Background: an optimization exercise with open tools, aiming at small area. Do not read the settings as production practice. At most, simulation tests tie the RTL to the original design; equivalence was not proved. Power figures rest on the tool's default switching activity, not on a simulated workload. No driver is modelled on the clock port, so clocking that relies on it looks cheaper here than on a real chip.

== lane 1 ==
==> module tpu, before the edit <==
module tpu #(parameter N = 4, parameter K = 8) (
    input  logic s_clk,
    input  logic s_rst_n,
    input  logic s_update,
    input  logic s_in,
    output logic s_out
);
    reg [148:0] pc;
    always @(posedge s_clk)
        pc <= {s_in, pc[148:1]};
    reg [3:0] off;      
    reg [7:0] sc;       
    reg       zf;       
    always @(posedge s_clk) begin
        if (!s_rst_n) begin
            off <= 4'd0;
            sc  <= 8'd0;
            zf  <= 1'b1;
        end else if (s_update) begin
            off <= off + 4'd1;
            sc  <= 8'd0;
        end else if (sc != 8'd134) begin
            sc <= sc + 8'd1;
            if (sc == 8'd133) begin
                off <= 4'd0;
                zf  <= 1'b0;
            end
        end
    end
    wire [2:0] opcode = pc[148:146];
    wire [2:0] regno  = pc[145:143];
    wire start = s_rst_n && s_update && (off == 4'd0) && (opcode <= 3'd4);
    wire chain0 = pc[4'd15 - off];
    reg       act;
    reg [2:0] op;
    reg [2:0] rsel;
    reg [6:0] cnt;
    wire is_rhm = (op == 3'd0);
    wire is_lw  = (op == 3'd1);
    wire is_ls  = (op == 3'd2);
    wire is_mm  = (op == 3'd3);
    wire is_whm = (op == 3'd4);
    wire adv = act && (!is_whm || !s_update);
    always @(posedge s_clk) begin
        if (start) begin
            act  <= 1'b1;
            op   <= opcode;
            rsel <= regno;
            cnt  <= 7'd0;
        end else if (adv) begin
            cnt <= cnt + 7'd1;
            if (cnt == 7'd127) act <= 1'b0;
        end
    end
    reg wz, sz, mmz;
    always @(posedge s_clk) begin
        if (!s_rst_n) begin
            wz <= 1'b1;
            sz <= 1'b1;
        end else if (start) begin
            if (opcode == 3'd1) wz <= 1'b0;
            if (opcode == 3'd2) sz <= 1'b0;
        end
        if (start) mmz <= wz | sz;
    end
    reg [127:0] rf [0:K-1];
    wire rout = rf[rsel][0];
    reg [15:0] wk [0:N-1];
    reg [15:0] sk [0:N-1];
    reg [5:0]  acc;
    wire [2:0] q = cnt[2:0];
    wire       slot = !q[2] && !mmz;     
    wire [5:0] psum = ({2'b0, sk[0][0] && slot ? wk[0][3:0] : 4'd0}
                     + {2'b0, sk[1][0] && slot ? wk[1][3:0] : 4'd0})
                    + ({2'b0, sk[2][0] && slot ? wk[2][3:0] : 4'd0}
                     + {2'b0, sk[3][0] && slot ? wk[3][3:0] : 4'd0});
    wire [6:0] msum = {1'b0, (q == 3'd0) ? 6'd0 : acc} + {1'b0, psum};
    wire       mbit = msum[0];
    always @(posedge s_clk)
        if (adv && is_mm) acc <= msum[6:1];
    wire wd = is_mm ? mbit : pc[14];
    wire wr = is_rhm || is_mm;
    genvar r, k;
    generate
        for (r = 0; r < K; r = r + 1) begin : g_rf
            always @(posedge s_clk)
                if (adv && rsel == r)
                    rf[r] <= {wr ? wd : rf[r][0], rf[r][127:1]};
        end
        for (k = 0; k < N; k = k + 1) begin : g_ws
            wire wen = adv && ((is_lw && !cnt[2] && cnt[4:3] == k) ||
                               (is_mm && cnt[4:2] == 3'b111));
            wire sen = adv && ((is_ls && !cnt[2] && cnt[6:5] == k) ||
                               (is_mm && !cnt[2]));
            always @(posedge s_clk) begin
                if (wen) wk[k] <= {is_mm ? wk[k][0] : rout, wk[k][15:1]};
                if (sen) sk[k] <= {is_mm ? sk[k][0] : rout, sk[k][15:1]};
            end
        end
    endgenerate
    reg von;
    always @(posedge s_clk)
        if (!s_rst_n) von <= 1'b0;
        else if (start) von <= (opcode == 3'd4);
    wire ovr = von && act && off != 4'd1 && off != 4'd2;
    assign s_out = !zf && (ovr ? rout : chain0);
endmodule
clock: 6.0 ns
lec_check: 0
cap_margin: 20
core_margin: 2
core_utilization: 40
place_density: 0.6
slew_margin: 20
standard.sh (not shown) runs the stock make flow with config.mk's settings and CLKGATE_MAP_FILE= SYNTH_SCRIPT=/design/flow/synth_recipe.tcl, a recipe that flattens the netlist after the stock synthesis.
==> flow/flow/run.sh <==
#!/bin/bash
# The standard layout, with the clock tree built without dummy loads.
set -euo pipefail
bash standard.sh finish \
  "CTS_ARGS=-sink_clustering_enable -repair_clock_nets -dont_use_dummy_load -sink_clustering_size 32 -sink_clustering_max_diameter 80 -buf_list sky130_fd_sc_hd__clkbuf_16" \
  > make_finish.log 2>&1
Relative to lane 1, the following input files were edited for lane 2:
diff --git a/flow/design.v b/flow/design.v
--- a/flow/design.v
+++ b/flow/design.v
@@ -95,13 +95,9 @@
             always @(posedge s_clk) begin
                 if (wen) wk[k] <= {is_mm ? wk[k][0] : rout, wk[k][15:1]};
                 if (sen) sk[k] <= {is_mm ? sk[k][0] : rout, sk[k][15:1]};
             end
         end
     endgenerate
-    reg von;
-    always @(posedge s_clk)
-        if (!s_rst_n) von <= 1'b0;
-        else if (start) von <= (opcode == 3'd4);
-    wire ovr = von && act && off != 4'd1 && off != 4'd2;
+    wire ovr = act && is_whm && off != 4'd1 && off != 4'd2;
     assign s_out = !zf && (ovr ? rout : chain0);
 endmodule
Relative to lane 1, setup slack has increased by 140 ps in lane 2.
Footprint of the flip-flops and latches: lane 1 vs lane 2 — no meaningful difference
The y dimension of the die on lane 2 is in line with that on lane 1.
The area of the multi-input gates number comes out lower for lane 2 vs lane 1.
Post-synthesis xor/xnor area fraction essentially unchanged between lane 1 and lane 2.
Lane 2 and lane 1 ended up with roughly the same power density normalized to cell area.
Summary of lane 2 over lane 1: final cell count now sits at about the same level, proportion of cell area occupied by multi-input gates stayed essentially flat.
The RTL of lane 2 was laid out without a check of its function.


The RTL this note starts from:
==> flow/design.v <==
module tpu #(parameter N = 4, parameter K = 8) (
    input  logic s_clk,
    input  logic s_rst_n,
    input  logic s_update,
    input  logic s_in,
    output logic s_out
);
    reg [148:0] pc;
    always @(posedge s_clk)
        pc <= {s_in, pc[148:1]};
    reg [3:0] off;      
    reg [7:0] sc;       
    reg       zf;       
    always @(posedge s_clk) begin
        if (!s_rst_n) begin
            off <= 4'd0;
            sc  <= 8'd0;
            zf  <= 1'b1;
        end else if (s_update) begin
            off <= off + 4'd1;
            sc  <= 8'd0;
        end else if (sc != 8'd134) begin
            sc <= sc + 8'd1;
            if (sc == 8'd133) begin
                off <= 4'd0;
                zf  <= 1'b0;
            end
        end
    end
    wire [2:0] opcode = pc[148:146];
    wire [2:0] regno  = pc[145:143];
    wire dec   = s_rst_n && s_update && (off == 4'd0) && (opcode <= 3'd4);
    wire chain0 = pc[4'd15 - off];
    reg [3:0] ph;
    reg       act;
    reg [2:0] op;
    reg [2:0] rsel;
    reg [2:0] p1;       
    reg [6:0] cnt;
    reg       pnd;
    wire is_rhm = (op == 3'd0);
    wire is_lw  = (op == 3'd1);
    wire is_ls  = (op == 3'd2);
    wire is_mm  = (op == 3'd3);
    wire ph7   = ph[2:0] == 3'd7;
    wire start = ph7 && ((dec && opcode != 3'd4) ||
                         (pnd && (op != 3'd4 || (von && (off == 4'd3 || (off == 4'd2 && s_update))))));
    wire adv = act;
    always @(posedge s_clk) begin
        ph <= ph + 4'd1;
        if ((!s_rst_n && !is_rhm) || start)
            pnd <= 1'b0;
        else if (dec)
            pnd <= 1'b1;
        if (dec) begin
            op   <= opcode;
            rsel <= regno;
            p1   <= ph[2:0];
        end
        cnt <= start ? 7'd0 : cnt + 7'd1;
        if (start)
            act <= 1'b1;
        else if (cnt == 7'd127)
            act <= 1'b0;
    end
    reg wz, sz, mmz;
    always @(posedge s_clk) begin
        if (!s_rst_n) begin
            wz <= 1'b1;
            sz <= 1'b1;
        end else if (dec) begin
            if (opcode == 3'd1) wz <= 1'b0;
            if (opcode == 3'd2) sz <= 1'b0;
        end
        if (dec) mmz <= wz | sz;
    end
    reg [127:0] rf [0:K-1];
    wire [K-1:0] rbot;
    wire rout = rbot[rsel] ^ ph[3];
    reg [3:0]  wt [0:N-1];
    reg [3:0]  wl [0:N-1][1:3];
    reg [3:0]  sl [0:15];                
    wire [3:0] sb;                       
    reg [5:0]  acc;
    wire [2:0] q = cnt[2:0];
    wire       slot = !q[2] && !mmz;     
    wire [5:0] psum = ({2'b0, sb[0] && slot ? wt[0] : 4'd0}
                     + {2'b0, sb[1] && slot ? wt[1] : 4'd0})
                    + ({2'b0, sb[2] && slot ? wt[2] : 4'd0}
                     + {2'b0, sb[3] && slot ? wt[3] : 4'd0});
    wire [6:0] msum = {1'b0, (q == 3'd0) ? 6'd0 : acc} + {1'b0, psum};
    wire       mbit = msum[0];
    always @(posedge s_clk)
        acc <= msum[6:1];
    wire rtap = pc[4'd7 + {1'b0, p1}];
    wire wd = ((act && is_mm) ? mbit : (act && is_rhm) ? rtap : rout) ^ ph[3];
    genvar r, k, m;
    generate
        for (r = 0; r < K; r = r + 1) begin : g_rf
            wire sh = act && rsel == r;
            assign rbot[r] = rf[r][0];
            for (m = 0; m < 128; m = m + 1) begin : g_bit
                always @(posedge s_clk)
                    if (m % 8 != 7)
                        rf[r][m] <= rf[r][m + 1];
                    else if (m == 127)
                        rf[r][m] <= ~(sh ? wd : rf[r][m - 7]);
                    else
                        rf[r][m] <= ~(sh ? rf[r][m + 1] : rf[r][m - 7]);
            end
        end
        for (k = 0; k < N; k = k + 1) begin : g_ws
            wire wld = adv && is_lw && !cnt[2] && cnt[4:3] == k;
            wire wsh = wld || (adv && is_mm && cnt[4:2] == 3'b111);
            always @(posedge s_clk) begin
                if (wsh) wt[k] <= {wl[k][1][0], wt[k][3:1]};
                wl[k][1] <= {wsh ? wl[k][2][0] : wl[k][1][0], wl[k][1][3:1]};
                wl[k][2] <= {wsh ? wl[k][3][0] : wl[k][2][0], wl[k][2][3:1]};
                wl[k][3] <= {wld ? rout : wsh ? wt[k][0] : wl[k][3][0], wl[k][3][3:1]};
            end
            assign sb[k] = sl[4*k + cnt[4:3]][0];
        end
        wire sload = adv && is_ls && !cnt[2];
        for (k = 0; k < 16; k = k + 1) begin : g_sl
            wire sin = (k == 15) ? rout : sl[(k + 1) % 16][0];
            always @(posedge s_clk)
                sl[k] <= {sload ? sin : sl[k][0], sl[k][3:1]};
        end
    endgenerate
    reg von;
    always @(posedge s_clk)
        if (!s_rst_n) von <= 1'b0;
        else if (dec) von <= (opcode == 3'd4);
    wire [2:0] dw = 3'd5 - p1;
    wire [3:0] pw = ph + {1'b0, dw};
    reg  [7:0] low;
    integer i;
    always @(*) begin
        low = 8'd0;
        for (i = 0; i < K; i = i + 1)
            if (rsel == i) low = rf[i][7:0];
    end
    wire wbit = low[dw] ^ pw[3];
    wire ovr = von && off == 4'd3 && !sc[7];
    assign s_out = !zf && (ovr ? wbit : chain0);
endmodule
export LEC_CHECK = 0
export CAP_MARGIN = 20
export CORE_MARGIN = 2
export CORE_UTILIZATION = 40
export PLACE_DENSITY = 0.6
export SLEW_MARGIN = 20
create_clock -name core_clock -period 6.0 [get_ports {s_clk}]
==> flow/flow/run.sh <==
#!/bin/bash
# The standard layout, with the clock tree built without dummy loads.
set -euo pipefail
bash standard.sh finish \
  "CTS_ARGS=-sink_clustering_enable -repair_clock_nets -dont_use_dummy_load -sink_clustering_size 36 -sink_clustering_max_diameter 90 -buf_list sky130_fd_sc_hd__clkbuf_16 -root_buf sky130_fd_sc_hd__clkbuf_8 -tree_buf sky130_fd_sc_hd__clkbuf_8" \
  > make_finish.log 2>&1
Change:
--- a/flow/design.v
+++ b/flow/design.v
@@ -7,23 +7,28 @@
 );
     reg [148:0] pc;
     always @(posedge s_clk)
         pc <= {s_in, pc[148:1]};
     reg [3:0] off;      
-    reg [7:0] sc;       
+    reg [7:0] sc;
     reg       zf;       
+    reg       wo;
     always @(posedge s_clk) begin
         if (!s_rst_n) begin
             off <= 4'd0;
-            sc  <= 8'd0;
+            sc  <= 8'h01;
             zf  <= 1'b1;
+            wo  <= 1'b0;
         end else if (s_update) begin
             off <= off + 4'd1;
-            sc  <= 8'd0;
-        end else if (sc != 8'd134) begin
-            sc <= sc + 8'd1;
-            if (sc == 8'd133) begin
+            sc  <= 8'h01;
+            wo  <= 1'b0;
+        end else if (sc != 8'hd2) begin
+            sc <= {sc[6:0], sc[7] ^ sc[5] ^ sc[4] ^ sc[3]};
+            if (sc == 8'hc5)
+                wo <= 1'b1;
+            if (sc == 8'h69) begin
                 off <= 4'd0;
                 zf  <= 1'b0;
             end
         end
     end
@@ -116,17 +121,19 @@
                 if (wsh) wt[k] <= {wl[k][1][0], wt[k][3:1]};
                 wl[k][1] <= {wsh ? wl[k][2][0] : wl[k][1][0], wl[k][1][3:1]};
                 wl[k][2] <= {wsh ? wl[k][3][0] : wl[k][2][0], wl[k][2][3:1]};
                 wl[k][3] <= {wld ? rout : wsh ? wt[k][0] : wl[k][3][0], wl[k][3][3:1]};
             end
-            assign sb[k] = sl[4*k + cnt[4:3]][0];
+            assign sb[k] = sl[4*k][0];
         end
         wire sload = adv && is_ls && !cnt[2];
+        wire sring = adv && is_mm && cnt[2];
         for (k = 0; k < 16; k = k + 1) begin : g_sl
             wire sin = (k == 15) ? rout : sl[(k + 1) % 16][0];
+            wire rin = (k % 4 == 3) ? sl[k - 3][0] : sl[k + 1][0];
             always @(posedge s_clk)
-                sl[k] <= {sload ? sin : sl[k][0], sl[k][3:1]};
+                sl[k] <= {sload ? sin : sring ? rin : sl[k][0], sl[k][3:1]};
         end
     endgenerate
     reg von;
     always @(posedge s_clk)
         if (!s_rst_n) von <= 1'b0;
@@ -139,8 +146,8 @@
         low = 8'd0;
         for (i = 0; i < K; i = i + 1)
             if (rsel == i) low = rf[i][7:0];
     end
     wire wbit = low[dw] ^ pw[3];
-    wire ovr = von && off == 4'd3 && !sc[7];
+    wire ovr = von && off == 4'd3 && !wo;
     assign s_out = !zf && (ovr ? wbit : chain0);
 endmodule
The new run passed the timing, DRC and antenna checks.
Sequential share of layout area is higher by 0.53 points.
Fmax is lower by 5.1%.
Synthesized cell count is lower by 1.2%.
Total power is about the same.
Count of clock-buffer cells in the layout stays the same.
Via count is lower by 2.1%.
Global-route usage is lower by 0.20 points.
Sequential power is about the same.
Die area is lower by 0.79%.
Area after synthesis is lower by 0.80%.
Cell area is lower by 0.58%.
Setup slack is worse by 0.28 ns.

-- afterwards: timing with drivers on the ports --
No port has a modelled driver above. Below, the same layouts with a new extraction and two added sets of constraints.
Step 1, drivers: a clkbuf_16 drives s_clk and a buf_2 each remaining input, both assumed.
Step 2 times the ports against the registers' clock, not the clock port: input delays grow and output delays shrink by t, the midpoint of the rising clock arrivals with the driver on.
Three values: ideal ports, drivers, drivers and shift; two values: the first two.
| run | t, ns | setup WS [ns] | hold slack, ns | cell pins on the clock port's net |
|---|---|---|---|---|
| lane 1 | 0.660 | 1.582 / 1.582 / 1.582 | 0.314 / 0.314 / 0.314 | 1 |
| lane 2 | 0.657 | 1.724 / 1.662 / 1.513 | 0.328 / 0.328 / 0.328 | 1 |
| the first run of note 2 | 0.748 | 0.782 / 0.724 / 1.473 | 0.260 / 0.260 / 0.260 | 1 |
| the second run of note 2 | 0.743 | 0.502 / 0.446 / 1.188 | 0.262 / 0.262 / 0.262 | 1 |
After both steps every run listed still meets setup and hold. The setup slack of lane 2, which loses most, moves by -0.062 ns with the drivers and by -0.211 ns with both steps.
